From an optimization exercise on the open Yosys and OpenROAD flow, aimed at a short achievable clock period and few clock cycles; shortcuts taken in it are not production practice.
Function was checked by simulation only, so behaviour that the tests miss may differ from the original.
No activity file was given, so power comes from the tool's default toggle rates.

**flow/config.mk**
```make
export PLATFORM = sky130hd
export DESIGN_NAME = minirv_pipe
export DESIGN_NICKNAME = minirv_pipe
export VERILOG_FILES = /design/flow/design.v
export SDC_FILE = /design/flow/constraint.sdc
export NUM_CORES = 4
export LEC_CHECK = 0
export CAP_MARGIN = 20
export CORE_MARGIN = 2
export CORE_UTILIZATION = 40
export SLEW_MARGIN = 20
export SYNTH_HIERARCHICAL = 1
export SYNTH_MINIMUM_KEEP_SIZE = 0
```
**flow/constraint.sdc**
```tcl
create_clock -name core_clock -period 11.0 [get_ports {clk}]
set_input_delay 2.2000 -clock core_clock [delete_from_list [all_inputs] [get_ports {clk}]]
set_output_delay 2.2000 -clock core_clock [all_outputs]
set_load 0.01 [all_outputs]
```
**flow/design.v**
```verilog
module fetch_target(
input   wire    [31:0]  pc,
input   wire    [31:0]  inst,
input   wire    [31:0]  rec,
input   wire            take,        
input   wire    [31:0]  other,       
output  wire    [31:0]  target,
output  wire    [31:0]  next
);
wire        is_jal  = inst[6:0] == 7'b1101111;
wire        is_jalr = inst[6:0] == 7'b1100111;
wire        sign    = inst[31];
wire [12:0] imm_b   = {inst[31], inst[7], inst[30:25], inst[11:8], 1'b0};
wire [12:0] imm_j   = {inst[12], inst[20], inst[30:21], 1'b0};
wire [18:0] hp   = pc[31:13];
wire [18:0] hp_p = hp + 19'd1;
wire [18:0] hp_m = hp - 19'd1;
wire [13:0] lo_b = {1'b0, pc[12:0]} + {1'b0, imm_b};
wire [18:0] hi_b = sign ? (lo_b[13] ? hp : hp_m) : (lo_b[13] ? hp_p : hp);
wire [13:0] lo_j = {1'b0, pc[12:0]} + {1'b0, imm_j};
wire [18:0] hi_j = sign ? (lo_j[13] ? hp : hp_m) : (lo_j[13] ? hp_p : hp);
wire [19:0] hr   = rec[31:12];
wire [19:0] hr_p = hr + 20'd1;
wire [19:0] hr_m = hr - 20'd1;
wire [12:0] lo_r = {1'b0, rec[11:0]} + {1'b0, inst[31:20]};
wire [19:0] hi_r = sign ? (lo_r[12] ? hr : hr_m) : (lo_r[12] ? hr_p : hr);
assign target = ({32{is_jal}} & {hi_j, lo_j[12:0]}) |
                ({32{is_jalr}} & {hi_r, lo_r[11:1], 1'b0}) |
                ({32{~is_jal & ~is_jalr}} & {hi_b, lo_b[12:0]});
assign next = take ? target : other;
endmodule
module minirv_pipe(
input         clk,
input         rst_n,
output [31:0] imem_addr,
input  [31:0] imem_rdata,
output [31:0] dmem_addr,
output        dmem_we,
output [31:0] dmem_wdata,
input  [31:0] dmem_rdata,
output        debug_wb_have_inst,
output [31:0] debug_wb_pc,
output        debug_wb_ena,
output [4:0]  debug_wb_reg,
output [31:0] debug_wb_value
);
reg  [31:0] pc;            
reg  [31:0] pc_n;          
wire [31:0] pci = ~pc_n;
reg         id_valid;
reg  [31:0] id_inst;
reg  [31:0] id_pc;
reg  [31:0] id_target;     
reg  [31:0] id_pc4;
reg  [31:0] id_pc8;
reg         id_is_br, id_off4, id_off8;
reg         id_pred;       
reg  [31:0] id_recv;       
reg         rec_valid;     
reg  [4:0]  rec_rd;
reg  [31:0] rec_any;       
reg         rec_new;       
reg  [31:0] rec_old;       
wire [31:0] rec_val = rec_new ? rec_any : rec_old;
reg         ex_valid;
reg  [31:0] ex_pc;
reg  [31:0] ex_rs1v, ex_rs2v;
reg  [31:0] ex_imm;
reg  [31:0] ex_pres;       
reg  [31:0] ex_btarget;    
reg  [4:0]  ex_rd;
reg         ex_wen, ex_fwen;
reg         ex_is_load, ex_is_store, ex_is_sbsh, ex_is_br, ex_is_jalr, ex_pred;
reg  [2:0]  ex_f3;
reg  [31:0] ex_opb;        
reg  [31:0] ex_opbx;       
reg         ex_sel_add, ex_sub, ex_sel_sll, ex_sel_slt, ex_sel_sltu, ex_sel_xor,
            ex_sel_sr, ex_sra, ex_sel_or, ex_sel_and, ex_sel_pres;
reg         ex_skip8;      
reg         ex_is_addi;
reg  [31:0] ex_nimm;       
reg  [31:0] ex_jexp;       
reg         ex_jpred;      
reg         mem_valid;
reg  [31:0] mem_pc;
reg  [31:0] mem_result;    
reg  [31:0] mem_sdata;
reg  [4:0]  mem_rd;
reg         mem_wen, mem_fwen;
reg         mem_is_load, mem_is_sbsh;
reg  [2:0]  mem_f3;
reg  [31:0] wb_pc;
reg  [31:0] wb_result;     
reg  [4:0]  wb_rd;         
reg         wb_wen;
reg  [31:0] dm_addr;
reg  [31:0] dm_wdata;
reg         dm_we;
reg         dm_drain;      
reg         sb_valid;
reg  [29:0] sb_addr;       
reg  [31:0] sb_data;
reg  [32*32-1:32] rf;
wire [32*32-1:0] rf_all = {rf, 32'b0};
genvar gi;
generate
    for (gi = 1; gi < 32; gi = gi + 1) begin : g_rf
        always @(posedge clk or negedge rst_n) begin
            if (~rst_n)
                rf[gi*32 +: 32] <= 32'b0;
            else if (wb_rd == gi)
                rf[gi*32 +: 32] <= wb_result;
        end
    end
endgenerate
wire [6:0] id_op   = id_inst[6:0];
wire [4:0] id_rd   = id_inst[11:7];
wire [2:0] id_f3   = id_inst[14:12];
wire [4:0] id_rs1  = id_inst[19:15];
wire [4:0] id_rs2  = id_inst[24:20];
wire id_lui   = id_op == 7'b0110111;
wire id_auipc = id_op == 7'b0010111;
wire id_jal   = id_op == 7'b1101111;
wire id_jalr  = id_op == 7'b1100111;
wire id_br    = id_op == 7'b1100011;
wire id_load  = id_op == 7'b0000011;
wire id_store = id_op == 7'b0100011;
wire id_opimm = id_op == 7'b0010011;
wire id_opr   = id_op == 7'b0110011;
wire id_wen   = id_lui | id_auipc | id_jal | id_jalr | id_load | id_opimm | id_opr;
wire id_fwen  = id_wen & (|id_rd);
wire id_use1  = id_jalr | id_br | id_load | id_store | id_opimm | id_opr;
wire id_use2  = id_br | id_store | id_opr;
wire [31:0] imm_i = {{20{id_inst[31]}}, id_inst[31:20]};
wire [31:0] imm_s = {{20{id_inst[31]}}, id_inst[31:25], id_inst[11:7]};
wire [31:0] imm_b = {{19{id_inst[31]}}, id_inst[31], id_inst[7], id_inst[30:25], id_inst[11:8], 1'b0};
wire [31:0] imm_u = {id_inst[31:12], 12'b0};
wire [31:0] imm_j = {{11{id_inst[31]}}, id_inst[31], id_inst[19:12], id_inst[20], id_inst[30:21], 1'b0};
wire [31:0] id_imm   = id_store ? imm_s : (id_lui | id_auipc) ? imm_u : imm_i;
wire [31:0] id_pres  = id_lui ? imm_u : id_auipc ? id_pc + imm_u : id_pc4;
wire [31:0] id_jexp  = id_pc8 - imm_i;
wire [31:0] rf_r1 = rf_all[id_rs1*32 +: 32];
wire [31:0] rf_r2 = rf_all[id_rs2*32 +: 32];
wire        byp1  = (|wb_rd) & (wb_rd == id_rs1);
wire        byp2  = (|wb_rd) & (wb_rd == id_rs2);
wire [31:0] id_r1 = byp1 ? wb_result : rf_r1;
wire [31:0] id_r2 = byp2 ? wb_result : rf_r2;
wire f1_mem = ex_valid & ex_fwen & (ex_rd == id_rs1);
wire f2_mem = ex_valid & ex_fwen & (ex_rd == id_rs2);
wire f1_wb  = mem_valid & mem_fwen & (mem_rd == id_rs1) & ~f1_mem;
wire f2_wb  = mem_valid & mem_fwen & (mem_rd == id_rs2) & ~f2_mem;
wire load_use = id_valid & ex_valid & ex_is_load & (|ex_rd) &
                ((id_use1 & (ex_rd == id_rs1)) | (id_use2 & (ex_rd == id_rs2)));
wire sb_ins   = mem_valid & mem_is_sbsh;             
wire sb_vnext = sb_ins | (sb_valid & ~dm_drain);     
wire ex_mem_op = ex_valid & (ex_is_load | ex_is_store);
wire st_wait  = id_valid & id_store & ((ex_valid & ex_is_sbsh) | (sb_vnext & ex_mem_op));
wire stall_id = st_wait | load_use;
wire id_zdep = ex_valid & ex_is_addi & ex_fwen & id_is_br & ~id_off4 & (id_f3[2:1] == 2'b00) &
               (((ex_rd == id_rs1) & (id_rs2 == 5'd0)) | ((ex_rd == id_rs2) & (id_rs1 == 5'd0)));
wire id_zero = ex_rs1v == ex_nimm;
wire id_ztaken = id_zero ^ id_f3[0];
wire id_jfar     = id_jal & ~id_pred & ~id_off4;    
wire id_redirect = id_valid & ((id_zdep & (id_ztaken ^ id_pred)) | id_jfar) & ~ex_skip;
wire [31:0] id_rtarget = id_jfar ? id_pc + imm_j : id_ztaken ? id_target : id_pc4;
wire [31:0] a  = ex_rs1v;
wire [31:0] r2 = ex_rs2v;
wire [31:0] b  = ex_opb;
wire [31:0] sum   = a + ex_opbx + {31'b0, ex_sub};
wire        slt   = (a[31] ^ b[31]) ? a[31] : (a[30:0] < b[30:0]);
wire        sltu  = a < b;
wire [31:0] sll_r = a << b[4:0];
wire [63:0] sr_x  = {{32{ex_sra & a[31]}}, a} >> b[4:0];
wire [31:0] sr_r  = sr_x[31:0];
wire [31:0] ex_res =
      ({32{ex_sel_add }} & sum)
    | ({32{ex_sel_sll }} & sll_r)
    | ({32{ex_sel_slt }} & {31'b0, slt})
    | ({32{ex_sel_sltu}} & {31'b0, sltu})
    | ({32{ex_sel_xor }} & (a ^ b))
    | ({32{ex_sel_sr  }} & sr_r)
    | ({32{ex_sel_or  }} & (a | b))
    | ({32{ex_sel_and }} & (a & b))
    | ({32{ex_sel_pres}} & ex_pres);
wire br_eq  = a == r2;
wire br_lt  = (a[31] ^ r2[31]) ? a[31] : (a[30:0] < r2[30:0]);
wire br_ltu = a < r2;
reg  br_taken;
always @(*) begin
    case (ex_f3)
        3'b000:  br_taken = br_eq;
        3'b001:  br_taken = ~br_eq;
        3'b100:  br_taken = br_lt;
        3'b101:  br_taken = ~br_lt;
        3'b110:  br_taken = br_ltu;
        default: br_taken = ~br_ltu;
    endcase
end
wire [31:0] agu         = a + ex_imm;    
wire [31:0] jalr_sum    = agu;
wire        jalr_ok     = a == ex_jexp;
wire        if_seq      = ~id_pred;
wire        ex_skip     = ex_valid & if_seq & ((ex_is_jalr & ~ex_jpred & jalr_ok) | (ex_is_br & ex_skip8 & br_taken));
wire        ex_redirect = ex_valid & ((ex_is_jalr & ~(jalr_ok & (ex_jpred | if_seq))) | (ex_is_br & ~(ex_skip8 & if_seq) & (br_taken ^ ex_pred)));
wire [31:0] ex_target   = ex_is_jalr ? {jalr_sum[31:1], 1'b0} : (ex_pred ? ex_pres : ex_btarget);
wire [1:0]  ma = mem_result[1:0];
wire        sb_hit = sb_valid & (sb_addr == mem_result[31:2]);
wire [31:0] rdata = sb_hit ? sb_data : dmem_rdata;
wire [7:0]  ld_b = ma[1] ? (ma[0] ? rdata[31:24] : rdata[23:16]) : (ma[0] ? rdata[15:8] : rdata[7:0]);
wire [15:0] ld_h = ma[1] ? rdata[31:16] : rdata[15:0];
reg  [31:0] ld_val;
always @(*) begin
    case (mem_f3)
        3'b000:  ld_val = {{24{ld_b[7]}}, ld_b};
        3'b100:  ld_val = {24'b0, ld_b};
        3'b001:  ld_val = {{16{ld_h[15]}}, ld_h};
        3'b101:  ld_val = {16'b0, ld_h};
        default: ld_val = rdata;
    endcase
end
wire [31:0] st_merged;
assign st_merged[7:0]   = (mem_f3[0] ? ~ma[1] : ma == 2'd0) ? mem_sdata[7:0]  : rdata[7:0];
assign st_merged[15:8]  = (mem_f3[0] ? ~ma[1] : ma == 2'd1) ? (mem_f3[0] ? mem_sdata[15:8] : mem_sdata[7:0]) : rdata[15:8];
assign st_merged[23:16] = (mem_f3[0] ?  ma[1] : ma == 2'd2) ? mem_sdata[7:0]  : rdata[23:16];
assign st_merged[31:24] = (mem_f3[0] ?  ma[1] : ma == 2'd3) ? (mem_f3[0] ? mem_sdata[15:8] : mem_sdata[7:0]) : rdata[31:24];
wire        ex_adv_mem = ex_mem_op;
wire        drain_next = sb_vnext & ~ex_adv_mem;
wire [31:0] mem_fwd   = mem_is_load ? ld_val : mem_result;
always @(posedge clk) begin
    dm_addr  <= ex_adv_mem ? agu : sb_ins ? mem_result : {sb_addr, 2'b00};
    dm_wdata <= ex_adv_mem ? r2  : sb_ins ? st_merged  : sb_data;
    if (sb_ins) begin
        sb_addr <= mem_result[31:2];
        sb_data <= st_merged;
    end
end
always @(posedge clk or negedge rst_n) begin
    if (~rst_n) begin
        dm_we    <= 1'b0;
        dm_drain <= 1'b0;
        sb_valid <= 1'b0;
    end else begin
        dm_we    <= ex_adv_mem ? (ex_is_store & ~ex_is_sbsh) : drain_next;
        dm_drain <= drain_next;
        sb_valid <= sb_vnext;
    end
end
assign dmem_addr  = dm_addr;
assign dmem_we    = dm_we;
assign dmem_wdata = dm_wdata;
assign imem_addr = pc;
reg         dbg_have;
reg  [4:0]  dbg_reg;
reg  [31:0] dbg_value;
always @(posedge clk or negedge rst_n) begin
    if (~rst_n) dbg_have <= 1'b0;
    else        dbg_have <= mem_valid;
end
always @(posedge clk) begin
    dbg_reg   <= mem_rd;
    dbg_value <= mem_fwd;
end
assign debug_wb_have_inst = dbg_have;
assign debug_wb_pc        = wb_pc;
assign debug_wb_ena       = wb_wen;
assign debug_wb_reg       = dbg_reg;
assign debug_wb_value     = dbg_value;
wire [31:0] fi = imem_rdata;
wire        if_jal = fi[6:0] == 7'b1101111;
wire        if_br  = fi[6:0] == 7'b1100011;
wire [31:0] if_imm_j  = {{11{fi[31]}}, fi[31], fi[19:12], fi[20], fi[30:21], 1'b0};
wire [31:0] if_imm_b  = {{19{fi[31]}}, fi[31], fi[7], fi[30:25], fi[11:8], 1'b0};
wire        if_off4   = if_jal ? if_imm_j == 32'd4 : if_imm_b == 32'd4;
wire        if_off8   = if_jal ? if_imm_j == 32'd8 : if_imm_b == 32'd8;
wire        if_same   = fi[19:15] == fi[24:20];
wire        if_always = fi[14:12] == 3'b000 || fi[14:12] == 3'b101 || fi[14:12] == 3'b111;
wire        if_z2     = fi[24:20] == 5'd0;
wire        if_z1     = fi[19:15] == 5'd0;
wire        if_zpred  = (fi[14:12] == 3'b001) | (fi[14:12] == (if_z2 ? 3'b111 : 3'b110));
wire        if_zknown = fi[14:12] != 3'b100 && fi[14:12] != 3'b101;
wire        if_bpred  = if_br & (if_same ? if_always :
                                 ((if_z1 | if_z2) & if_zknown) ? if_zpred : fi[31]);
wire        if_jalr   = fi[6:0] == 7'b1100111;
wire        if_jpred  = if_jalr & rec_valid & (fi[19:15] == rec_rd);
wire        if_jnear  = if_jal & (fi[19:12] == {8{fi[31]}});
wire        if_taken  = if_jnear | if_bpred | if_jpred;
wire [31:0] if_target;
wire [31:0] pc_next;
fetch_target u_fetch_target(.pc(pci), .inst(fi), .rec(rec_val), .take(pc_take_if), .other(pc_other),
                            .target(if_target), .next(pc_next));
wire        if_auipc  = fi[6:0] == 7'b0010111;
wire        if_writes = if_auipc | if_jal | if_jalr | (fi[6:0] == 7'b0110111) | (fi[6:0] == 7'b0000011) |
                        (fi[6:0] == 7'b0010011) | (fi[6:0] == 7'b0110011);
always @(posedge clk or negedge rst_n) begin
    if (~rst_n)
        rec_valid <= 1'b0;
    else if (~stall_id) begin
        if (if_auipc & (|fi[11:7]))                 rec_valid <= 1'b1;
        else if (if_writes & (fi[11:7] == rec_rd))  rec_valid <= 1'b0;
    end
end
always @(posedge clk) begin
    if (~stall_id & if_auipc & (|fi[11:7]))
        rec_rd  <= fi[11:7];
    rec_any <= pci + {fi[31:12], 12'b0};
    rec_new <= ~stall_id & if_auipc & (|fi[11:7]);
    rec_old <= rec_val;
end
wire [31:0] if_pc4    = pci + 32'd4;
wire        pc_take_if = if_taken & ~ex_redirect & ~id_redirect & ~stall_id;
wire [31:0] pc_other   = ex_redirect ? ex_target : id_redirect ? id_rtarget : stall_id ? pci : if_pc4;
wire        id_bsel_imm = ~(id_opr | id_br);
wire        id_sub   = id_opr & id_inst[30];
wire [31:0] id_b_fwd = f2_mem ? ex_res : f2_wb ? mem_fwd : id_r2;
wire [31:0] id_opb   = id_bsel_imm ? id_imm : id_b_fwd;
always @(posedge clk or negedge rst_n) begin
    if (~rst_n) begin
        pc        <= 32'b0;
        pc_n      <= 32'hffffffff;
        id_valid  <= 1'b0;
        ex_valid  <= 1'b0;
        mem_valid <= 1'b0;
        wb_rd     <= 5'd0;
    end else begin
        pc   <= pc_next;
        pc_n <= ~pc_next;
        if (ex_redirect)      id_valid <= 1'b0;
        else if (id_redirect) id_valid <= 1'b0;
        else if (stall_id)    id_valid <= id_valid;
        else                  id_valid <= 1'b1;
        ex_valid <= id_valid & ~ex_redirect & ~ex_skip & ~stall_id;
        mem_valid <= ex_valid;
        wb_rd     <= (mem_valid & mem_fwen) ? mem_rd : 5'd0;
    end
end
always @(posedge clk) begin
    if (~stall_id) begin
        id_inst   <= imem_rdata;
        id_pc     <= pci;
        id_target <= if_target;
        id_pc4    <= if_pc4;
        id_pc8    <= pci + 32'd8;
        id_is_br  <= if_br;
        id_off4   <= if_off4;
        id_off8   <= if_off8;
        id_pred   <= if_taken & ~(if_off4 & ~if_jalr);
        id_recv   <= rec_val;
    end
end
always @(posedge clk) begin
    begin
        ex_pc       <= id_pc;
        ex_rs1v     <= f1_mem ? ex_res : f1_wb ? mem_fwd : id_r1;
        ex_rs2v     <= id_b_fwd;
        ex_opb      <= id_opb;
        ex_opbx     <= id_sub ? ~id_b_fwd : id_opb;
        ex_imm      <= id_imm;
        ex_pres     <= id_pres;
        ex_btarget  <= id_target;
        ex_rd       <= id_rd;
        ex_wen      <= id_wen;
        ex_fwen     <= id_fwen;
        ex_is_load  <= id_load;
        ex_is_store <= id_store;
        ex_is_sbsh  <= id_store & ~id_f3[1];
        ex_is_br    <= id_is_br & ~id_off4 & ~id_zdep;
        ex_is_addi  <= id_opimm & (id_f3 == 3'b000);
        ex_nimm     <= 32'd0 - imm_i;
        ex_skip8    <= id_off8 & ~id_pred;
        ex_jexp     <= id_pred ? id_recv : id_jexp;
        ex_jpred    <= id_pred & id_jalr;
        ex_is_jalr  <= id_jalr;
        ex_pred     <= id_pred & id_is_br;
        ex_f3       <= id_f3;
        ex_sel_add  <= id_load | id_store | ((id_opr | id_opimm) & id_f3 == 3'b000);
        ex_sub      <= id_sub;
        ex_sel_sll  <= (id_opr | id_opimm) & id_f3 == 3'b001;
        ex_sel_slt  <= (id_opr | id_opimm) & id_f3 == 3'b010;
        ex_sel_sltu <= (id_opr | id_opimm) & id_f3 == 3'b011;
        ex_sel_xor  <= (id_opr | id_opimm) & id_f3 == 3'b100;
        ex_sel_sr   <= (id_opr | id_opimm) & id_f3 == 3'b101;
        ex_sra      <= id_inst[30];
        ex_sel_or   <= (id_opr | id_opimm) & id_f3 == 3'b110;
        ex_sel_and  <= (id_opr | id_opimm) & id_f3 == 3'b111;
        ex_sel_pres <= id_lui | id_auipc | id_jal | id_jalr;
    end
end
always @(posedge clk) begin
    mem_pc      <= ex_pc;
    mem_result  <= ex_res;
    mem_sdata   <= r2;
    mem_rd      <= ex_rd;
    mem_wen     <= ex_wen;
    mem_fwen    <= ex_fwen;
    mem_is_load <= ex_is_load;
    mem_is_sbsh <= ex_is_sbsh;
    mem_f3      <= ex_f3;
end
always @(posedge clk) begin
    wb_pc      <= mem_pc;
    if (mem_valid & mem_fwen)
        wb_result <= mem_fwd;
    wb_wen     <= mem_wen;
end
endmodule
```
**flow/flow/run.sh**
```bash
#!/bin/bash
# Standard synthesis and layout; only the setup margin that repair_timing aims for is raised.
set -euo pipefail
bash standard.sh synth > synth.log 2>&1
bash standard.sh SETUP_SLACK_MARGIN=8 finish > layout.log 2>&1
```
**flow/standard.sh**
```bash
#!/bin/bash
# synth_recipe.tcl (not shown) runs the flow's synth.tcl, then flattens the netlist and writes it again
# the make line also repeats each setting of config.mk as NAME=value (left out here)
make -C /OpenROAD-flow-scripts/flow DESIGN_CONFIG=/design/flow/config.mk WORK_HOME=/design/flow/orfs CLKGATE_MAP_FILE= SYNTH_SCRIPT=/design/flow/synth_recipe.tcl "${@:-finish}"
```
==> results.json, run 1 <==
{
  "leakagePower_uw": 0.05939,
  "cp-end-kind": "flip-flop",
  "die_w_um": 524.2,
  "rsz0062_at_grt": "true",
  "die_y_um": 524.2,
  "drc": 0,
  "timing.rr.start": "ex_rs1v[13]",
  "fmax_mhz": 237.0,
  "initial_utilization_pct": 40.09,
  "grt_pass1_wl_mm": 669.3,
  "ys_seq_elements": 1981,
  "synthArstFlopShare_pct": 53.96,
  "overflow": 0,
  "cp.required_ns": 11.81,
  "internal-power_uw": 16590,
  "avgSynthCellArea_um2": 11.79,
  "arrival_ns": 5.03,
  "cts_tree": "done",
  "grt_pass1_vias": 85071,
  "grt.busiest_layer": "met2",
  "dieArea_um2": 274800,
  "met2_usage_pct": 50.89,
  "grtUsageMet3_pct": 7.611,
  "hold_start": "mem_pc[19]",
  "seq_power_share_pct": 37.5,
  "min_path_type": "flip-flop to flip-flop",
  "clock_sinks": 1981,
  "p_per_area_nw_per_um2": 183.4,
  "final_hold_viol_count": 0,
  "switching_power_uw": 9041,
  "rr_worst_depth": 21,
  "rows": 191,
  "yosysUniqueCellTypes": 114,
  "setup_violations": 0,
  "critPathMaxFanout": 6,
  "ctsHoldBuffers": 0,
  "detail_route.wl_per_cell_um": 35.52,
  "drt-initial-drc-count": 10900,
  "combPwrFrac_pct": 32.5,
  "syn_nets": 9577,
  "regMostFlops": "rf",
  "reg2reg_slack_ns": 6.78,
  "post-dp-hpwl_mm": 304.2,
  "swShare_pct": 35.27,
  "cts_buffers": 221,
  "slew_viol_final": 0,
  "cts.htree.levels": 4,
  "cp-start-kind": "flip-flop",
  "netlist_instances": 9183,
  "drive_gt1_share_pct": 45.09,
  "regToRegEndpoint": "pc_n[30]",
  "nets": 10333,
  "finalPower_uw": 25630,
  "clockBufferDepth": 4,
  "totalWireLength_mm": 486.9,
  "clk_latency_ns": 0.96,
  "largest_register_ffs": 992,
  "grt_max_degree": 185,
  "synth_edf_count": 258,
  "via_per_inst": 6.401,
  "worstMarginPinSlew_ns": 1.244,
  "synth_flop_cell": "dfrtp_1",
  "cts-root-buf": "clkbuf_16",
  "period_minus_slack_ns": 4.219,
  "setup_slack_ns": 6.781,
  "fin_crit_sh_pct": 38.35,
  "yosys_warnings": 7,
  "synth.top_cell.area_share_pct": 23.97,
  "gr-usage-met1_pct": 44.95,
  "ios": 234,
  "critPathKind": "flip-flop to flip-flop",
  "holdPathEnd": "wb_pc[19]",
  "firstDrtPassIters": 7,
  "synth_area_um2": 108300,
  "areaGrowthSynthToFinish_pct": 29.10,
  "clk_pin_slew_worst_paths_ns": 0.06,
  "core_area_um2": 270000,
  "synthTopCellsByCount": "1,121 x mux2_2, 1,037 x dfrtp_1, 654 x dfxtp_1, 654 x mux4_2, 592 x nand2_1",
  "vias": 87743,
  "power_frac_clock_pct": 29.9,
  "post-synth-top-count-cell": "mux2_2",
  "run_status": "complete, no violations",
  "port_buffers": 233,
  "final_antenna_net_count": 0,
  "slew_headroom_pct": 14.69,
  "dpl_cell_area_um2": 115600,
  "place_ws_ns": 4.653,
  "antenna_found_initial": 37,
  "hold_path_depth": 0,
  "yosysTopAreaCell": "dfrtp_1",
  "drv_cap": 0,
  "ys_seq_area_share_pct": 44.00,
  "fin_tns_setup_ns": 0,
  "track_usage_pct": 34.44,
  "place.gp.congestion": 0.9838,
  "clock_skew_ns": 0.1212,
  "netlist_top_cells_area": "dfrtp_1 24%, mux4_2 14%, dfxtp_1 12%, mux2_2 12%, edfxtp_1 7.2%",
  "fin_area_um2": 139800,
  "peakVddDrop_mv": 0.1447
}
-- power groups by stage --
stage | clock, uW | sequential [uW] | combinational [uW]
6_report | 7670 | 9620 | 8340
5_1_grt | 8050 | 9660 | 8670
4_1_cts | 7740 | 9570 | 7560
3_5_place_dp | 0 | 9680 | 6220
3_3_place_gp | 0 | 9660 | 6180
2_1_floorplan | 0 | 9140 | 3870
-- routing by layer --
layer | up-vias | share of wire, %
met5 | - | 0.021
met4 | 18 | 8.5
met3 | 1465 | 9.7
met2 | 5156 | 43
met1 | 45327 | 39
li1 | 35777 | -
-- Yosys stat by module, one instance, submodules excluded --
module	area, um^2	cells	flops+latches	times used
fetch_target	4507	660	0	1
minirv_pipe	103800	8523	1981	1
-- area by class of cell --
cell class / count / area, um^2
timing repair buffer: 1217 / 14200
clock inverter: 100 / 1121
timing repair inverter: 1 / 7.507
inverter: 306 / 1242
clock buffer: 310 / 6269
sequential: 1981 / 47910
antenna: 12 / 30.03
fill: 23026 / 130300
multi-input combinational: 6211 / 64510
tap: 3570 / 4467
-- per-stage QoR --
step / instances / hold slack, ns / util [%]
after floorplan: 9183 / 0.3096 / -
after global placement: 12523 / 0.3097 / 42.79
after detailed placement: 12524 / 0.3121 / 42.79
after CTS: 13492 / 0.3233 / 50.07
after global routing: 13697 / 0.3306 / 51.74
final: 13708 / 0.3205 / 51.75
-- cells in the final DEF, fill, tap and decap left out, types with 75 or more instances in the layout --
| cell type | count |
|---|---|
| a21o_1 | 99 |
| a21oi_1 | 295 |
| a21oi_2 | 88 |
| buf_12 | 106 |
| buf_4 | 507 |
| buf_6 | 361 |
| clkbuf_16 | 233 |
| dfrtp_1 | 1022 |
| dfxtp_1 | 520 |
| dfxtp_2 | 97 |
| edfxtp_1 | 258 |
| ha_1 | 242 |
| inv_1 | 254 |
| mux2_2 | 1071 |
| mux2i_1 | 238 |
| mux4_2 | 654 |
| nand2_1 | 529 |
| nand3_1 | 93 |
| nand4_1 | 76 |
| nor2_1 | 420 |
| nor3_1 | 89 |
| o211ai_1 | 108 |
| o21ai_0 | 232 |
| o21ai_2 | 75 |
| xnor2_1 | 222 |
| xor2_1 | 91 |
-- worst max-delay path, stage by stage (launching register included) --
cell and delay [ns]:
dfxtp_2 0.33, buf_12 0.14, ha_4 0.28, nand4_1 0.16
o211ai_1 0.29, a21oi_1 0.11, or4_4 0.43, a211o_1 0.30
o211ai_1 0.13, buf_6 0.22, xor2_4 0.19, o32ai_4 0.10
nand2b_4 0.22, nor3b_4 0.23, buf_4 0.14, buf_6 0.10
buf_8 0.12, buf_16 0.14, buf_12 0.15, nor2_4 0.04
a41oi_2 0.18, inv_1 0.06
-- worst max-delay path by stage --
stage	start	endpoint
detailed placement	imem_rdata[22]	id_target[23]
finish	ex_rs1v[13]	pc_n[30]
global placement	imem_rdata[22]	id_target[23]
CTS	imem_rdata[13]	rec_any[31]
global route	ex_rs1v[27]	pc_n[17]
floorplan	imem_rdata[8]	pc_n[17]
-- repair_timing --
item,in CTS,in global routing
endpoints found under the setup margin,1306,866
pin swaps,359,317
resized for setup,2499,592
setup buffers,493,188
gates cloned,65,9
-- cells by family after synthesis --
group,after synthesis,synth area share (%)
AO/OA/AOI/OAI,1626,9.663
XOR/XNOR,372,3.010
adder cells (fa/ha/maj),328,3.860
buffers and inverters,995,3.580
flip-flops,1981,44.00
multiplexers,2073,28.03
AND/OR/NAND/NOR,1808,7.861
Testbench counts, summed over its fixed seeds: cycles 188,256.
==> inputs of run 2 (changes only) <==
--- a/flow/config.mk
+++ b/flow/config.mk
@@ -9,3 +9,4 @@
 export CORE_MARGIN = 2
-export CORE_UTILIZATION = 40
+export CORE_UTILIZATION = 60
+export PLACE_DENSITY = 0.72
 export SLEW_MARGIN = 20
==> results.json, run 2 <==
{
  "via_per_inst": 7.225,
  "clk_pin_slew_worst_paths_ns": 0.07,
  "clk_latency_ns": 0.92,
  "critPathKind": "flip-flop to flip-flop",
  "dpl_cell_area_um2": 113900,
  "areaGrowthSynthToFinish_pct": 26.27,
  "most-common-layout-cells": "1,070 x mux2_2, 1,025 x dfrtp_1, 654 x mux4_2",
  "synth_flop_cell": "dfrtp_1",
  "cts_buffers": 206,
  "place.gp.congestion": 1.058,
  "layout_commonest_cell": "mux2_2",
  "ctsHoldBuffers": 0,
  "dieArea_um2": 183800,
  "netlist_instances": 9183,
  "ys_seq_area_share_pct": 44.00,
  "nets": 10227,
  "finalPower_uw": 24790,
  "clock_skew_ns": 0.04550,
  "yosys_warnings": 7,
  "slew_viol_final": 0,
  "post-dp-hpwl_mm": 282.8,
  "run_status": "complete, no violations",
  "arrival_ns": 5.05,
  "detail_route.wl_per_cell_um": 37.20,
  "top_layer": "met5",
  "vias": 89535,
  "met1_length_mm": 157.5,
  "wl_met2_mm": 196.6,
  "final_hold_viol_count": 0,
  "core_area_um2": 178800,
  "rsz0062_at_grt": "true",
  "synthArstFlopShare_pct": 53.96,
  "die_y_um": 428.8,
  "overflow": 0,
  "rows": 155,
  "cp.required_ns": 11.76,
  "period_minus_slack_ns": 4.285,
  "drt-initial-drc-count": 12616,
  "critPathMaxFanout": 5,
  "worstMarginPinSlew_ns": 1.308,
  "drv_cap": 0,
  "clock_sinks": 1981,
  "avgSynthCellArea_um2": 11.79,
  "netlist_top_cells_area": "dfrtp_1 24%, mux4_2 14%, dfxtp_1 12%, mux2_2 12%, edfxtp_1 7.2%",
  "regMostFlops": "rf",
  "initial_utilization_pct": 60.55,
  "drive_gt1_share_pct": 43.89,
  "largest_register_ffs": 992,
  "yosysUniqueCellTypes": 114,
  "grt_pass1_vias": 87192,
  "yosysTopAreaCell": "dfrtp_1",
  "totalWireLength_mm": 461.0,
  "firstDrtPassIters": 9,
  "leakagePower_uw": 0.05875,
  "clockBufferDepth": 3,
  "setup_violations": 0,
  "cts.htree.levels": 4,
  "cts-root-buf": "clkbuf_16",
  "synthTopCellsByCount": "1,121 x mux2_2, 1,037 x dfrtp_1, 654 x dfxtp_1, 654 x mux4_2, 592 x nand2_1",
  "track_usage_pct": 48.66,
  "die_w_um": 428.8,
  "final_antenna_net_count": 0,
  "fin_area_um2": 136700,
  "cp-start-kind": "flip-flop",
  "wl_met3_mm": 58.58,
  "grt_pass1_wl_mm": 639.0,
  "synth_edf_count": 258,
  "p_per_area_nw_per_um2": 181.3,
  "antenna_found_initial": 36,
  "fmax_mhz": 233.4,
  "fin_tns_setup_ns": 0,
  "min_path_type": "flip-flop to flip-flop",
  "ios": 234,
  "fin_crit_sh_pct": 38.96,
  "drc": 0,
  "peakVddDrop_mv": 0.1523,
  "grt_max_degree": 107,
  "synth.top_cell.area_share_pct": 23.97,
  "cts_tree": "done",
  "synth_area_um2": 108300,
  "port_buffers": 233,
  "slew_headroom_pct": 11.88,
  "post-synth-top-count-cell": "mux2_2",
  "cp-end-kind": "flip-flop",
  "syn_nets": 9577,
  "ys_seq_elements": 1981
}
## run 2: Yosys stat by module, one instance, submodules excluded
| module | area, um^2 | flip-flops and latches |
|---|---|---|
| minirv_pipe | 103800 | 1981 |
| fetch_target | 4507 | 0 |
## run 2: logic make-up after synthesis
logic type | share of synthesized area [%]
mux | 28.03
flops | 44.00
simple gates | 7.861
compound gates | 9.663
buf+inv | 3.580
xor+xnor | 3.010
fa+ha+maj | 3.860
## run 2: worst paths after layout
kind | from | end | slack [ns] | cells past startpoint
max | ex_rs1v[24] | pc[28] | 6.71 | 18
min | ex_pc[2] | mem_pc[2] | 0.29 | 0
max reg2reg | ex_rs1v[24] | pc[28] | 6.71 | 18
min reg2reg | ex_pc[2] | mem_pc[2] | 0.29 | 0
max in group asynchronous | rst_n | pc[21] | 8.17 | 3
min in group asynchronous | rst_n | rf[458] | 1.23 | 1
## run 2: report_power, final
part	total (uW)	leakage, uW	internal [uW]	switching, uW
Clock	7390	0.00348	4210	3180
Sequential	9600	0.0227	8600	1000
Combinational	7790	0.0325	3450	4340
## run 2: per-stage QoR
stage	setup WS (ns)	cells	hold slack (ns)	utilization, %
after CTS	6.885	12130	0.3008	73.65
after floorplan	6.232	9183	0.3096	-
after global routing	6.687	12372	0.3043	76.42
after detailed placement	4.664	11297	0.3121	63.70
after global placement	4.666	11296	0.3095	63.69
final	6.715	12392	0.2947	76.45
## run 2: final cells by class
cell class,count,area [um^2]
repair inverters,3,32.53
fillers,11037,42110
flip-flops and latches,1981,47870
well taps,2355,2947
clock buffers,303,6175
inverters,306,1261
repair buffers,1124,13310
clock inverters,86,913.4
multi-input cells,6211,64140
diodes,23,57.56
## run 2: critical path, stage by stage (launching register included)
cell and delay (ns):
dfxtp_1 0.32, buf_12 0.15, ha_4 0.26, nand4_1 0.25, nor2_2 0.25, nand2_2 0.11
or4_4 0.49, a211o_1 0.31, o211ai_1 0.12, buf_6 0.22, xor2_4 0.18, o32ai_4 0.11
buf_12 0.15, nand2b_4 0.15, nor3b_4 0.24, buf_4 0.16, buf_12 0.15, clkinv_8 0.06
o41a_1 0.43
## run 2: per-layer routing
layer  vias up  track usage (%)
li1      35608                -
met4        24            40.50
met2      7011            69.87
met3      2182            15.95
met1     44710            59.71
met5         -           0.3643
## run 2: repair_timing
action / CTS / global route
cloned: 57 / 14
endpoints found under the setup margin: 1598 / 1000
resized for setup: 2371 / 635
pin swaps: 341 / 302
setup buffers: 387 / 210
==> inputs of run 3 (changes only) <==
--- a/flow/design.v
+++ b/flow/design.v
@@ -52,3 +52,2 @@
 reg  [31:0] id_pc;
-reg  [31:0] id_target;     
 reg  [31:0] id_pc4;
@@ -164,2 +163,3 @@
 wire id_redirect = id_valid & ((id_zdep & (id_ztaken ^ id_pred)) | id_jfar) & ~ex_skip;
+wire [31:0] id_target  = id_pc + imm_b;             
 wire [31:0] id_rtarget = id_jfar ? id_pc + imm_j : id_ztaken ? id_target : id_pc4;
@@ -339,3 +339,2 @@
         id_pc     <= pci;
-        id_target <= if_target;
         id_pc4    <= if_pc4;
--- a/flow/config.mk
+++ b/flow/config.mk
@@ -9,4 +9,3 @@
 export CORE_MARGIN = 2
-export CORE_UTILIZATION = 60
-export PLACE_DENSITY = 0.72
+export CORE_UTILIZATION = 40
 export SLEW_MARGIN = 20
==> results.json, run 3 <==
{
  "die_y_um": 523.3,
  "clock_skew_ns": 0.08505,
  "worstMarginPinSlew_ns": 1.275,
  "regMostFlops": "rf",
  "peakVddDrop_mv": 0.1862,
  "synth_area_um2": 107900,
  "final_antenna_net_count": 0,
  "vias": 87456,
  "clockBufferDepth": 4,
  "cts_buffers": 217,
  "fin_crit_sh_pct": 38.79,
  "most-common-layout-cells": "1,076 x mux2_2, 1,029 x dfrtp_1, 642 x mux4_2",
  "antenna_found_initial": 26,
  "slew_headroom_pct": 14.10,
  "grt_pass1_vias": 85925,
  "critPathKind": "flip-flop to flip-flop",
  "arrival_ns": 5.04,
  "syn_nets": 9703,
  "fin_tns_setup_ns": 0,
  "via_per_inst": 6.353,
  "netlist_instances": 9295,
  "place_ws_ns": 4.818,
  "core_area_um2": 268200,
  "cts.htree.levels": 4,
  "dieArea_um2": 273800,
  "clk_pin_slew_worst_paths_ns": 0.06,
  "overflow": 0,
  "die_w_um": 523.3,
  "port_buffers": 233,
  "critPathSlowestCell": "a2111oi_4",
  "crit_chain": "buf_12 -> ha_4 -> inv_4 -> fa_2 -> nor2b_2 -> o31a_1 -> o41a_1 -> o211ai_1 -> buf_4 -> o31ai_4 -> a41oi_2 -> a2111oi_4 -> o311ai_2 -> mux2i_1 -> a31oi_2 -> mux2i_4 -> mux2_4",
  "nets": 10433,
  "fmax_mhz": 234.4,
  "cts-root-buf": "clkbuf_16",
  "place.gp.congestion": 0.9762,
  "post-dp-hpwl_mm": 294.0,
  "layout_commonest_cell": "mux2_2",
  "avgSynthCellArea_um2": 11.61,
  "rsz0062_at_grt": "true",
  "critPathMaxFanout": 3,
  "min_path_type": "flip-flop to flip-flop",
  "dpl_cell_area_um2": 114900,
  "run_status": "complete, no violations",
  "cts_tree": "done",
  "period_minus_slack_ns": 4.267,
  "cp-start-kind": "flip-flop",
  "ctsHoldBuffers": 0,
  "drv_cap": 0,
  "clk_latency_ns": 0.94,
  "drc": 0,
  "clock_sinks": 1948,
  "grt_max_degree": 147,
  "firstDrtPassIters": 8,
  "final_hold_viol_count": 0,
  "cp.required_ns": 11.77,
  "p_per_area_nw_per_um2": 181.6,
  "track_usage_pct": 33.34,
  "areaGrowthSynthToFinish_pct": 29.11,
  "ios": 234,
  "critPathMaxStageDelay_ns": 0.48,
  "drive_gt1_share_pct": 44.15,
  "yosys_warnings": 7,
  "largest_register_ffs": 992,
  "cp-end-kind": "flip-flop",
  "detail_route.wl_per_cell_um": 34.28,
  "leakagePower_uw": 0.05934,
  "totalWireLength_mm": 471.9,
  "setup_slack_ns": 6.733,
  "rows": 190,
  "drt-initial-drc-count": 10677,
  "setup_violations": 0,
  "fin_area_um2": 139300,
  "grt_pass1_wl_mm": 651.9,
  "initial_utilization_pct": 40.23,
  "slew_viol_final": 0
}
run 3: final timing paths:
kind	to	slack [ns]	from	cells past startpoint
min in group asynchronous	rf[366]	1.24	rst_n	1
max	pc[24]	6.73	ex_rs1v[0]	17
min	wb_pc[4]	0.30	mem_pc[4]	0
min reg2reg	wb_pc[4]	0.30	mem_pc[4]	0
max in group asynchronous	rf[401]	8.18	rst_n	3
max reg2reg	pc[24]	6.73	ex_rs1v[0]	17
run 3: where the power goes:
group	internal (uW)	switching (uW)
Combinational	3510	4630
Clock	4500	3250
Sequential	8420	985
run 3: critical path, delay by kind of cell (launching register included):
family / cells / cell delay [ns]
DFF: 1 / 0.36
muxes: 3 / 0.66
AOI/OAI and AO/OA: 8 / 2.07
buffers and inverters: 3 / 0.31
and+or+nand+nor: 1 / 0.17
adders and majority gates: 2 / 0.52
run 3: layer usage:
metal | vias to the layer above | GRT usage, % | wire, um | part of all wire, %
met4 | 16 | 22.32 | 38670 | 8.2
li1 | 36101 | - | - | -
met1 | 44857 | 42.03 | 176100 | 37
met3 | 1405 | 7.345 | 45460 | 9.6
met2 | 5077 | 51.44 | 211500 | 45
met5 | - | 0.2426 | 172 | 0.036
run 3: layout make-up:
class | instances | area [um^2]
Multi-Input combinational cell | 6338 | 64910
Sequential cell | 1948 | 46890
Antenna cell | 9 | 22.52
Clock buffer | 301 | 6319
Clock inverter | 98 | 1196
Timing Repair inverter | 3 | 25.02
Inverter | 316 | 1276
Fill cell | 22929 | 128900
Tap cell | 3552 | 4444
Timing Repair Buffer | 1201 | 14200
run 3: stage by stage:
stage               total power (uW)  util, %  instances  hold slack, ns
floorplan                      13020        -       9295          0.3096
global placement               15670    42.86      12599          0.3098
detailed placement             15720    42.86      12600          0.3121
CTS                            24640    50.31      13572          0.3009
global route                   26080    51.93      13759          0.3117
finish                         25290    51.94      13766          0.2969
run 3: what timing repair did:
item	CTS	global route
endpoints found under the setup margin	1162	869
buffers inserted	486	157
hold endpoints to repair	0	0
pin swaps	331	248
cloned	87	15
resized for setup	2388	580
Testbench counts of run 3, summed over its fixed seeds: cycles 188,256.
==> inputs of run 4 (changes only) <==
--- a/flow/design.v
+++ b/flow/design.v
@@ -31,2 +31,9 @@
 endmodule
+module auipc_value(
+input   wire    [31:0]  pc,
+input   wire    [31:0]  inst,
+output  wire    [31:0]  value
+);
+assign value = {pc[31:12] + inst[31:12], pc[11:0]};
+endmodule
 module minirv_pipe(
@@ -287,5 +294,8 @@
 wire [31:0] if_target;
-wire [31:0] pc_next;
+wire [31:0] pc_fetch;
 fetch_target u_fetch_target(.pc(pci), .inst(fi), .rec(rec_val), .take(pc_take_if), .other(pc_other),
-                            .target(if_target), .next(pc_next));
+                            .target(if_target), .next(pc_fetch));
+wire [31:0] pc_next = ex_redirect ? ex_target : pc_fetch;
+wire [31:0] auipc_val;
+auipc_value u_auipc_value(.pc(pci), .inst(fi), .value(auipc_val));
 wire        if_auipc  = fi[6:0] == 7'b0010111;
@@ -304,3 +314,3 @@
         rec_rd  <= fi[11:7];
-    rec_any <= pci + {fi[31:12], 12'b0};
+    rec_any <= auipc_val;
     rec_new <= ~stall_id & if_auipc & (|fi[11:7]);
@@ -309,4 +319,4 @@
 wire [31:0] if_pc4    = pci + 32'd4;
-wire        pc_take_if = if_taken & ~ex_redirect & ~id_redirect & ~stall_id;
-wire [31:0] pc_other   = ex_redirect ? ex_target : id_redirect ? id_rtarget : stall_id ? pci : if_pc4;
+wire        pc_take_if = if_taken & ~id_redirect & ~stall_id;
+wire [31:0] pc_other   = id_redirect ? id_rtarget : stall_id ? pci : if_pc4;
 wire        id_bsel_imm = ~(id_opr | id_br);
==> results.json, run 4 <==
{
  "reg2reg_slack_ns": 6.82,
  "peakVddDrop_mv": 0.1404,
  "drv_cap": 0,
  "most-common-layout-cells": "1,096 x mux2_2, 1,021 x dfrtp_1, 656 x mux4_2",
  "leakagePower_uw": 0.06093,
  "cp-start-kind": "flip-flop",
  "internal-power_uw": 16890,
  "cp.required_ns": 11.84,
  "core_area_um2": 272900,
  "syn_nets": 9726,
  "cp_num_buf_inv": 4,
  "grt_max_degree": 186,
  "cp_top_family": "compound AO/OA/AOI/OAI gates",
  "critPathSlowestCell": "edfxtp_1",
  "grt_pass1_wl_mm": 673.3,
  "nets": 10619,
  "drc": 0,
  "rsz0062_at_grt": "true",
  "vias": 89770,
  "worstMarginPinSlew_ns": 1.215,
  "cts-root-buf": "clkbuf_16",
  "ios": 234,
  "rr_worst_depth": 17,
  "p_per_area_nw_per_um2": 184.0,
  "slew_headroom_pct": 18.34,
  "port_buffers": 233,
  "run_status": "complete, no violations",
  "crit_start": "id_pc[1]",
  "clockBufferDepth": 4,
  "rows": 192,
  "initial_utilization_pct": 40.11,
  "swShare_pct": 36.13,
  "layout_commonest_cell": "mux2_2",
  "clock_skew_ns": 0.1233,
  "setup_violations": 0,
  "critPathMaxStageDelay_ns": 0.52,
  "critPathMaxFanout": 6,
  "slew_viol_final": 0,
  "min_path_type": "flip-flop to flip-flop",
  "die_y_um": 527.1,
  "finalPower_uw": 26450,
  "crit_chain": "buf_4 -> ha_4 -> inv_2 -> fa_2 -> nand2b_4 -> a21oi_4 -> o31a_1 -> o41ai_4 -> o221ai_2 -> o41a_4 -> buf_6 -> a32oi_1 -> o221ai_1 -> o31ai_2 -> mux2_4 -> inv_2 -> mux2_4",
  "antenna_found_initial": 36,
  "netlist_instances": 9318,
  "regMostFlops": "rf",
  "overflow": 0,
  "dieArea_um2": 277800,
  "firstDrtPassIters": 6,
  "cp_num_cells": 17,
  "clk_pin_slew_worst_paths_ns": 0.06,
  "cts_buffers": 213,
  "timing.rr.start": "id_pc[1]",
  "cts.htree.levels": 4,
  "drive_gt1_share_pct": 46.92,
  "fin_tns_setup_ns": 0,
  "synth_area_um2": 109400,
  "clock_sinks": 1948,
  "place.gp.congestion": 1.016,
  "detail_route.wl_per_cell_um": 35.29,
  "fin_util_pct": 52.68,
  "areaGrowthSynthToFinish_pct": 31.34,
  "final_antenna_net_count": 0,
  "post-dp-hpwl_mm": 309.8,
  "yosys_warnings": 7,
  "period_minus_slack_ns": 4.177,
  "cts_tree": "done",
  "switching_power_uw": 9558,
  "via_per_inst": 6.414,
  "die_w_um": 527.1,
  "regToRegEndpoint": "pc_n[29]",
  "clk_latency_ns": 1.00,
  "hold_ws_ns": 0.2892,
  "combPwrFrac_pct": 35.7,
  "critPathKind": "flip-flop to flip-flop",
  "final_hold_viol_count": 0,
  "grt_pass1_vias": 87112,
  "totalWireLength_mm": 494.0,
  "cp-end-kind": "flip-flop",
  "drt-initial-drc-count": 10720,
  "seq_power_share_pct": 35.7,
  "endpoint": "pc_n[29]",
  "power_frac_clock_pct": 28.6,
  "arrival_ns": 5.02,
  "avgSynthCellArea_um2": 11.75,
  "track_usage_pct": 34.06,
  "largest_register_ffs": 992,
  "fmax_mhz": 239.4,
  "fillerInstances": 22891,
  "fin_crit_sh_pct": 37.98
}
[run 4: metrics by stage]
stage                     setup WS [ns]  area, um^2  instances
after floorplan                   6.243      110700       9318
after global placement            4.240      116500      12652
after detailed placement          4.270      116500      12652
after CTS                         6.727      137200      13641
after global routing              6.757      143700      13984
final                             6.823      143800      13996
[run 4: worst min path at each step]
stage / from / endpoint / slack (ns) / cells past startpoint
floorplan: ex_pc[10] / mem_pc[10] / 0.31 / 0
global placement: mem_pc[27] / wb_pc[27] / 0.31 / 0
detailed placement: ex_pc[9] / mem_pc[9] / 0.31 / 0
CTS: ex_pc[19] / mem_pc[19] / 0.28 / 0
global route: ex_pc[19] / mem_pc[19] / 0.29 / 0
finish: ex_pc[19] / mem_pc[19] / 0.29 / 0
[run 4: repair_timing]
action,in CTS,in global routing
gates resized for setup,2589,740
cloned,76,23
endpoints found under the setup margin,1282,1039
hold buffers,0,0
setup buffers,521,296
pin swaps,312,354
[run 4: layout make-up]
type                    instances  area (um^2)  share of cell area (%)
repair buffers               1380        16410                   11.42
inverters                     285         1182                  0.8225
multi-input cells            6381        67420                   46.90
repair inverters                2        16.27                 0.01131
clock buffers                 303         6301                   4.383
clock inverters                89        980.9                  0.6824
flip-flops and latches       1948        46900                   32.63
well taps                    3589         4491                   3.124
diodes                         19        47.55                 0.03307
[run 4: per-layer routing]
metal  wire length (um)  GRT usage, %  up-vias
li1                   -             -    36747
met1             183300         42.78    46161
met2             219900         52.05     5324
met3              46280         6.952     1522
met4              44250         25.01       16
met5                246       0.05195        -
[run 4: power by group through the flow]
| stage | clock [uW] | combinational [uW] | sequential (uW) |
|---|---|---|---|
| after floorplan | 0 | 4420 | 8990 |
| after detailed placement | 0 | 6960 | 9540 |
| after global placement | 0 | 6920 | 9520 |
| after global routing | 7910 | 9810 | 9480 |
| after CTS | 7620 | 8370 | 9430 |
| final | 7560 | 9450 | 9440 |
Testbench counts of run 4, summed over its fixed seeds: cycles 188,256.

==> separate check: timing with driven ports <==
The flow's constraints put no driver on any port. The routed layouts listed below were extracted and timed again, unchanged, in two steps.
Step 1 sets driving cells, clkbuf_16 on the clock port and buf_2 on the other inputs (assumed; they add their load-dependent delay and slew).
Step 2 moves the port delays by t, midway between the first and last clock arrival at a register: inputs arrive t later, outputs are due t later. That takes back most of the time a late clock gives input paths.
Slacks: no drivers / after step 1 / after step 2; pairs: no drivers / after step 1.
run | shift t [ns] | slack for setup (ns) | worst slew at a driven data input, ns | pins driven straight from the clock port
run 1 | 0.996 | 6.781 / 6.781 / 5.907 | 0.18 | 1
run 2 | 0.989 | 6.715 / 6.715 / 5.905 | 0.08 | 1
run 3 | 1.004 | 6.733 / 6.733 / 5.981 | 0.08 | 1
run 4 | 1.032 | 6.823 / 6.823 / 5.866 | 0.09 | 1
After both steps every run listed still meets setup and hold. For run 4, which loses most, drivers alone change the setup slack by 0.000 ns; drivers and shift together by -0.957 ns.
